Source: an optimization exercise on an open RTL-to-GDS flow (aim: small area, a short achievable clock period and few clock cycles per item). Production flows keep margins and buffers that such runs may drop. Where RTL was checked, it was by simulation tests only, not by an equivalence proof against the original. Power is estimated from default activity; no workload was simulated.

## v6
==> flow/design.v <==
`timescale 1ns / 1ps
module restoringDividerFinal (
    input  logic        clk,
    input  logic        rst,
    input  logic        start,
    input  logic        toggle,
    input  logic        push,
    input  logic [15:0] user_input,
    output logic        valid,
    output logic [6:0]  seg,
    output logic [7:0]  an,
    output logic [15:0] quotient,
    output logic [15:0] remainder
);
    function automatic logic [3:0] msb_pos(input logic [15:0] v);
        logic [7:0] v8;
        logic [3:0] v4;
        logic [1:0] v2;
        msb_pos[3] = |v[15:8];
        v8 = msb_pos[3] ? v[15:8] : v[7:0];
        msb_pos[2] = |v8[7:4];
        v4 = msb_pos[2] ? v8[7:4] : v8[3:0];
        msb_pos[1] = |v4[3:2];
        v2 = msb_pos[1] ? v4[3:2] : v4[1:0];
        msb_pos[0] = v2[1];
    endfunction
    logic [15:0] divisor, dividend;
    logic [3:0]  pb, pa;            
    always_ff @(posedge clk or posedge rst) begin
        if (rst) begin
            divisor  <= 16'd0;
            dividend <= 16'd0;
            pb       <= 4'd0;
            pa       <= 4'd0;
        end else if (push) begin
            if (toggle) begin
                divisor <= user_input;
                pb      <= msb_pos(user_input);
            end else begin
                dividend <= user_input;
                pa       <= msb_pos(user_input);
            end
        end
    end
    logic [15:0] rem_reg;           
    logic [15:0] quo_reg;           
    logic        abit;              
    logic [3:0]  count;             
    logic        busy;
    logic [3:0]  m;                 
    logic        zero_q;            
    logic [15:0] init_rem;
    always_comb begin
        logic [4:0]  bw;            
        logic [15:0] sh;
        bw[0] = 1'b0;
        for (int i = 0; i < 4; i++) begin
            m[i]    = pa[i] ^ pb[i] ^ bw[i];
            bw[i+1] = (~pa[i] & pb[i]) | (~(pa[i] ^ pb[i]) & bw[i]);
        end
        zero_q = bw[4] || (divisor == 16'd0);
        sh = {1'b0, dividend[15:1]};
        if (m[0]) sh = {1'b0, sh[15:1]};
        if (m[1]) sh = {2'b0, sh[15:2]};
        if (m[2]) sh = {4'b0, sh[15:4]};
        if (m[3]) sh = {8'b0, sh[15:8]};
        init_rem = zero_q ? dividend : sh;
    end
    logic [16:0] shifted;
    logic [16:0] borrow;            
    logic [15:0] rem_sub;           
    logic        qbit;
    logic [3:0]  next_index;
    always_comb begin
        logic [16:0] g, t;
        shifted = {rem_reg, abit};
        g = ~shifted & {1'b0, divisor};       
        t = ~shifted | {1'b0, divisor};       
        for (int d = 1; d < 17; d = d * 2) begin
            for (int i = 16; i >= d; i--) begin
                g[i] = g[i] | (t[i] & g[i-d]);
                t[i] = t[i] & t[i-d];
            end
        end
        borrow     = {g[15:0], 1'b0};
        qbit       = ~g[16];
        rem_sub    = shifted[15:0] ^ ({16{qbit}} & (divisor ^ borrow[15:0]));
        next_index = busy ? count - 4'd1 : m;
    end
    always_ff @(posedge clk) begin
        if (busy) begin
            rem_reg <= rem_sub;
            quo_reg <= {quo_reg[14:0], qbit};
            count   <= count - 4'd1;
        end else begin
            rem_reg <= init_rem;
            quo_reg <= 16'd0;
            count   <= m;
        end
        abit <= dividend[next_index];
    end
    always_ff @(posedge clk or posedge rst) begin
        if (rst) begin
            busy  <= 1'b0;
            valid <= 1'b0;
        end else if (busy) begin
            busy  <= (count != 4'd0);
            valid <= (count == 4'd0);
        end else begin
            busy  <= start && !zero_q;
            valid <= start && zero_q;
        end
    end
    assign remainder = rem_reg;
    assign quotient  = quo_reg;
    logic [31:0] shown, shown_next;     
    logic [3:0]  div_count;             
    logic        phase;
    logic        scan_tick;             
    logic [7:0]  an_next;
    logic [3:0]  digit_next;
    logic [6:0]  seg_next;
    always_comb begin
        shown_next = valid ? {quotient, remainder} : shown;
        an_next    = scan_tick ? {an[6:0], an[7]} : an;
        digit_next = 4'd0;
        for (int i = 0; i < 8; i++)
            digit_next = digit_next | (shown_next[i*4 +: 4] & {4{~an_next[i]}});
        case (digit_next)
            4'h0: seg_next = 7'b1000000;
            4'h1: seg_next = 7'b1111001;
            4'h2: seg_next = 7'b0100100;
            4'h3: seg_next = 7'b0110000;
            4'h4: seg_next = 7'b0011001;
            4'h5: seg_next = 7'b0010010;
            4'h6: seg_next = 7'b0000010;
            4'h7: seg_next = 7'b1111000;
            4'h8: seg_next = 7'b0000000;
            4'h9: seg_next = 7'b0011000;
            4'hA: seg_next = 7'b0001000;
            4'hB: seg_next = 7'b0000011;
            4'hC: seg_next = 7'b1000110;
            4'hD: seg_next = 7'b0100001;
            4'hE: seg_next = 7'b0000110;
            default: seg_next = 7'b0001110;
        endcase
    end
    always_ff @(posedge clk or posedge rst) begin
        if (rst) begin
            shown     <= 32'd0;
            div_count <= 4'd0;
            phase     <= 1'b0;
            scan_tick <= 1'b0;
            an        <= 8'b11111110;
            seg       <= 7'b1000000;
        end else begin
            shown <= shown_next;
            if (div_count == 4'd10) begin
                div_count <= 4'd0;
                phase     <= ~phase;
            end else begin
                div_count <= div_count + 4'd1;
            end
            scan_tick <= (div_count == 4'd9) && !phase;
            an  <= an_next;
            seg <= seg_next;
        end
    end
endmodule
clock: 4.0 ns
lec_check: 0
abc_area: 1
cap_margin: 20
core_margin: 2
core_utilization: 60
cts_buf_list: sky130_fd_sc_hd__clkbuf_4 sky130_fd_sc_hd__clkbuf_8
setup_slack_margin: 1.9
slew_margin: 20
standard.sh (not shown) runs the stock make flow with config.mk's settings and CLKGATE_MAP_FILE= SYNTH_SCRIPT=/design/flow/synth_recipe.tcl, a recipe that flattens the netlist after the stock synthesis.
==> flow/flow/run.sh <==
#!/bin/bash
# The standard ORFS flow (standard.sh) with two changes:
#  - synthesis does not extract full/half adder cells (ABC maps that logic)
#  - port buffers are buf_1 cells (the resizer upsizes those that timing needs)
# make's full output goes to flow.log; ORFS keeps each step's log under orfs/logs.
bash standard.sh ADDER_MAP_FILE= "BUFFER_PORTS_ARGS=-buffer_cell sky130_fd_sc_hd__buf_1" finish > flow.log 2>&1
> inputs changed (v6 -> v7)
--- a/flow/design.v
+++ b/flow/design.v
@@ -74,15 +74,12 @@
     always_comb begin
         logic [16:0] g, t;
         shifted = {rem_reg, abit};
         g = ~shifted & {1'b0, divisor};       
         t = ~shifted | {1'b0, divisor};       
-        for (int d = 1; d < 17; d = d * 2) begin
-            for (int i = 16; i >= d; i--) begin
-                g[i] = g[i] | (t[i] & g[i-d]);
-                t[i] = t[i] & t[i-d];
-            end
+        for (int i = 1; i < 17; i++) begin
+            g[i] = g[i] | (t[i] & g[i-1]);
         end
         borrow     = {g[15:0], 1'b0};
         qbit       = ~g[16];
         rem_sub    = shifted[15:0] ^ ({16{qbit}} & (divisor ^ borrow[15:0]));
         next_index = busy ? count - 4'd1 : m;
Notes after the runs:
- v7 completed every stage of the flow, and the final layout passed the timing, DRC and antenna checks.
- v7 leaves less setup margin than v6.
- Final instance count without filler cells: v7 vs v6 down 195
- Sort v7 and v6 by share of the clock period used by the worst path after layout, descending, and v7 comes first.
- v6 ended up with dfrtp_4 as its slowest cell on the critical path; v7 ended up with dfrtp_1.
- The higher die area came out of v6.
- Largest net degree at the start of global routing (v7 vs. v6) decreases slightly
- v7 reports a lower maximum achievable frequency than v6 does.
- Compared to v6, v7 has global-route met2 utilization 9.5 points higher.
- Lower clock-buffer cell count goes to v6 over v7.
No run of this note included a check of the RTL's function; only the layout flow was run.

---

restoringDividerFinal, a different RTL version from the one above (not shown whole).
Size in the first run: ~1000 cells after synthesis, ~140 flip-flops, roughly 69 I/O pins.
==> module restoringDividerFinal, before the edit <==
module restoringDividerFinal (
    input  logic        clk,
    input  logic        rst,
    input  logic        start,
    input  logic        toggle,
    input  logic        push,
    input  logic [15:0] user_input,
    output logic        valid,
    output logic [6:0]  seg,
    output logic [7:0]  an,
    output logic [15:0] quotient,
    output logic [15:0] remainder
);
    function automatic logic [3:0] msb_pos(input logic [15:0] v);
        logic [7:0] v8;
        logic [3:0] v4;
        logic [1:0] v2;
        msb_pos[3] = |v[15:8];
        v8 = msb_pos[3] ? v[15:8] : v[7:0];
        msb_pos[2] = |v8[7:4];
        v4 = msb_pos[2] ? v8[7:4] : v8[3:0];
        msb_pos[1] = |v4[3:2];
        v2 = msb_pos[1] ? v4[3:2] : v4[1:0];
        msb_pos[0] = v2[1];
    endfunction
    logic [15:0] divisor, dividend;
    logic [3:0]  pb, pa;            
    logic [3:0]  m;                 
    logic        zero_q;            
    logic [3:0]  in_pos;            
    logic [4:0]  m_new_a;           
    logic [4:0]  m_new_b;           
    assign in_pos = msb_pos(user_input);
    always_comb begin
        m_new_a = {1'b0, in_pos} - {1'b0, pb};
        m_new_b = {1'b0, pa} - {1'b0, in_pos};
    end
    always_ff @(posedge clk or posedge rst) begin
        if (rst) begin
            divisor  <= 16'd0;
            dividend <= 16'd0;
            pb       <= 4'd0;
            pa       <= 4'd0;
            m        <= 4'd0;
            zero_q   <= 1'b1;
        end else if (push) begin
            if (toggle) begin
                divisor <= user_input;
                pb      <= in_pos;
                m       <= m_new_b[3:0];
                zero_q  <= m_new_b[4] || (user_input == 16'd0);
            end else begin
                dividend <= user_input;
                pa       <= in_pos;
                m        <= m_new_a[3:0];
                zero_q   <= m_new_a[4] || (divisor == 16'd0);
            end
        end
    end
    logic [15:0] rem_reg;           
    logic [15:0] quo_reg;           
    logic        abit;              
    logic [3:0]  count;             
    logic        busy;
    logic        pre_ok;            
    logic [15:0] init_rem;
    always_comb begin
        logic [15:0] sh;
        sh = {1'b0, dividend[15:1]};
        if (m[0]) sh = {1'b0, sh[15:1]};
        if (m[1]) sh = {2'b0, sh[15:2]};
        if (m[2]) sh = {4'b0, sh[15:4]};
        if (m[3]) sh = {8'b0, sh[15:8]};
        init_rem = zero_q ? dividend : sh;
    end
    logic [16:0] shifted;
    logic [16:0] borrow;            
    logic [15:0] rem_sub;           
    logic        qbit;
    logic [3:0]  next_index;
    always_comb begin
        logic [16:0] g, t;
        shifted = {rem_reg, abit};
        g = ~shifted & {1'b0, divisor};       
        t = ~shifted | {1'b0, divisor};       
        for (int l = 0; l < 5; l++) begin
            for (int i = 0; i < 17; i++) begin
                if ((i >> l) % 2 == 1) begin
                    g[i] = g[i] | (t[i] & g[((i >> l) << l) - 1]);
                    t[i] = t[i] & t[((i >> l) << l) - 1];
                end
            end
        end
        borrow     = {g[15:0], 1'b0};
        qbit       = ~g[16];
        rem_sub    = shifted[15:0] ^ ({16{qbit}} & (divisor ^ borrow[15:0]));
        next_index = busy ? count - 4'd1 : (start ? m : 4'd0);
    end
    logic        one_step;          
    logic        step_now;          
    always_comb begin
        one_step = (m == 4'd0) && pre_ok;
        step_now = busy || (start && !zero_q && one_step);
    end
    always_ff @(posedge clk) begin
        if (step_now) begin
            rem_reg <= rem_sub;
            quo_reg <= {quo_reg[14:0] & {15{busy}}, qbit};
        end else if (start) begin
            rem_reg <= init_rem;
            quo_reg <= 16'd0;
        end else begin
            rem_reg <= {1'b0, dividend[15:1]};
            quo_reg <= 16'd0;
        end
        count <= busy ? count - 4'd1 : m;
        abit  <= dividend[next_index];
    end
    always_ff @(posedge clk or posedge rst) begin
        if (rst) begin
            busy   <= 1'b0;
            valid  <= 1'b0;
            pre_ok <= 1'b0;
        end else begin
            if (busy) begin
                busy  <= (count != 4'd0);
                valid <= (count == 4'd0);
            end else begin
                busy  <= start && !zero_q && !one_step;
                valid <= start && (zero_q || one_step);
            end
            pre_ok <= !busy && !start && !(push && !toggle);
        end
    end
    assign remainder = rem_reg;
    assign quotient  = quo_reg;
    logic [31:0] shown, shown_next;     
    logic [3:0]  div_count;             
    logic        phase;
    logic        scan_tick;             
    logic [7:0]  an_next;
    logic [3:0]  digit_next;
    logic [6:0]  seg_next;
    always_comb begin
        shown_next = valid ? {quotient, remainder} : shown;
        an_next    = scan_tick ? {an[6:0], an[7]} : an;
        digit_next = 4'd0;
        for (int i = 0; i < 8; i++)
            digit_next = digit_next | (shown_next[i*4 +: 4] & {4{~an_next[i]}});
        case (digit_next)
            4'h0: seg_next = 7'b1000000;
            4'h1: seg_next = 7'b1111001;
            4'h2: seg_next = 7'b0100100;
            4'h3: seg_next = 7'b0110000;
            4'h4: seg_next = 7'b0011001;
            4'h5: seg_next = 7'b0010010;
            4'h6: seg_next = 7'b0000010;
            4'h7: seg_next = 7'b1111000;
            4'h8: seg_next = 7'b0000000;
            4'h9: seg_next = 7'b0011000;
            4'hA: seg_next = 7'b0001000;
            4'hB: seg_next = 7'b0000011;
            4'hC: seg_next = 7'b1000110;
            4'hD: seg_next = 7'b0100001;
            4'hE: seg_next = 7'b0000110;
            default: seg_next = 7'b0001110;
        endcase
    end
    always_ff @(posedge clk or posedge rst) begin
        if (rst) begin
            shown     <= 32'd0;
            div_count <= 4'd0;
            phase     <= 1'b0;
            scan_tick <= 1'b0;
            an        <= 8'b11111110;
            seg       <= 7'b1000000;
        end else begin
            shown <= shown_next;
            if (div_count == 4'd10) begin
                div_count <= 4'd0;
                phase     <= ~phase;
            end else begin
                div_count <= div_count + 4'd1;
            end
            scan_tick <= (div_count == 4'd9) && !phase;
            an  <= an_next;
            seg <= seg_next;
        end
    end
endmodule
export LEC_CHECK = 0
export ABC_AREA = 1
export CAP_MARGIN = 20
export CORE_MARGIN = 2
export CORE_UTILIZATION = 60
export CTS_BUF_LIST = sky130_fd_sc_hd__clkbuf_4 sky130_fd_sc_hd__clkbuf_8
export SETUP_SLACK_MARGIN = 1.9
export SLEW_MARGIN = 20
create_clock -name core_clock -period 4.0 [get_ports {clk}]
Scripts as last shown in full above: flow/flow/run.sh
The starting point produced a clean layout.
Rerun with:
--- a/flow/design.v
+++ b/flow/design.v
@@ -24,51 +24,44 @@
         v2 = msb_pos[1] ? v4[3:2] : v4[1:0];
         msb_pos[0] = v2[1];
     endfunction
     logic [15:0] divisor, dividend;
     logic [3:0]  pb, pa;            
-    logic [3:0]  m;                 
-    logic        zero_q;            
-    logic [3:0]  in_pos;            
-    logic [4:0]  m_new_a;           
-    logic [4:0]  m_new_b;           
-    assign in_pos = msb_pos(user_input);
-    always_comb begin
-        m_new_a = {1'b0, in_pos} - {1'b0, pb};
-        m_new_b = {1'b0, pa} - {1'b0, in_pos};
-    end
     always_ff @(posedge clk or posedge rst) begin
         if (rst) begin
             divisor  <= 16'd0;
             dividend <= 16'd0;
             pb       <= 4'd0;
             pa       <= 4'd0;
-            m        <= 4'd0;
-            zero_q   <= 1'b1;
         end else if (push) begin
             if (toggle) begin
                 divisor <= user_input;
-                pb      <= in_pos;
-                m       <= m_new_b[3:0];
-                zero_q  <= m_new_b[4] || (user_input == 16'd0);
+                pb      <= msb_pos(user_input);
             end else begin
                 dividend <= user_input;
-                pa       <= in_pos;
-                m        <= m_new_a[3:0];
-                zero_q   <= m_new_a[4] || (divisor == 16'd0);
+                pa       <= msb_pos(user_input);
             end
         end
     end
     logic [15:0] rem_reg;           
     logic [15:0] quo_reg;           
     logic        abit;              
     logic [3:0]  count;             
     logic        busy;
     logic        pre_ok;            
+    logic [3:0]  m;                 
+    logic        zero_q;            
     logic [15:0] init_rem;
     always_comb begin
+        logic [4:0]  bw;            
         logic [15:0] sh;
+        bw[0] = 1'b0;
+        for (int i = 0; i < 4; i++) begin
+            m[i]    = pa[i] ^ pb[i] ^ bw[i];
+            bw[i+1] = (~pa[i] & pb[i]) | (~(pa[i] ^ pb[i]) & bw[i]);
+        end
+        zero_q = bw[4] || (divisor == 16'd0);
         sh = {1'b0, dividend[15:1]};
         if (m[0]) sh = {1'b0, sh[15:1]};
         if (m[1]) sh = {2'b0, sh[15:2]};
         if (m[2]) sh = {4'b0, sh[15:4]};
         if (m[3]) sh = {8'b0, sh[15:8]};
What happened: The changed run finished with timing, DRC and antenna clean. Setup slack improves by 300 ps. Sequential power fell by about 3%. Cell area went down by 11%. Global-route usage shrinks by 0.17 points. Worst hold slack improved by 35 ps. Total power decreases by 9.7%. Die area decreases by 0.84%. Sequential share of layout area grows by 2.5 points.
Testbench counts after the change, summed over its fixed seeds: cycles 12,201, items 2,400.
Only the layout flow was run in the first run of this note; the RTL was not checked for function there.

## static timing again, ports no longer ideal
The results above use ideal ports. As a check the final layouts listed here were re-extracted and re-timed, cells and wires unchanged.
Step 1, drivers: a clkbuf_16 drives clk and a buf_2 each remaining input, both assumed.
Step 2, shift: input delay + t, output delay - t, t = (earliest + latest rising clock arrival at the registers) / 2. This alone moves slack from input paths to output paths.
Three values: no drivers, after step 1, after step 2; two values: the first two.
| run | t, ns | setup WS [ns] | worst setup path at the end | worst slew at a driven data input, ns | cell pins on the clock port's net |
|---|---|---|---|---|---|
| v6 | 0.494 | 1.953 / 1.917 / 1.590 | input to register | 0.04 | 1 |
| v7 | 0.502 | 1.473 / 1.473 / 1.312 | input to register | 0.04 | 1 |
| the first run of note 2 | 0.501 | 1.662 / 1.662 / 1.291 | input to register | 0.06 | 1 |
| the second run of note 2 | 0.485 | 1.967 / 1.967 / 1.657 | input to register | 0.03 | 1 |
After both steps every run listed still meets setup and hold. The setup slack of the first run of note 2, which loses most, moves by 0.000 ns with the drivers and by -0.371 ns with both steps.
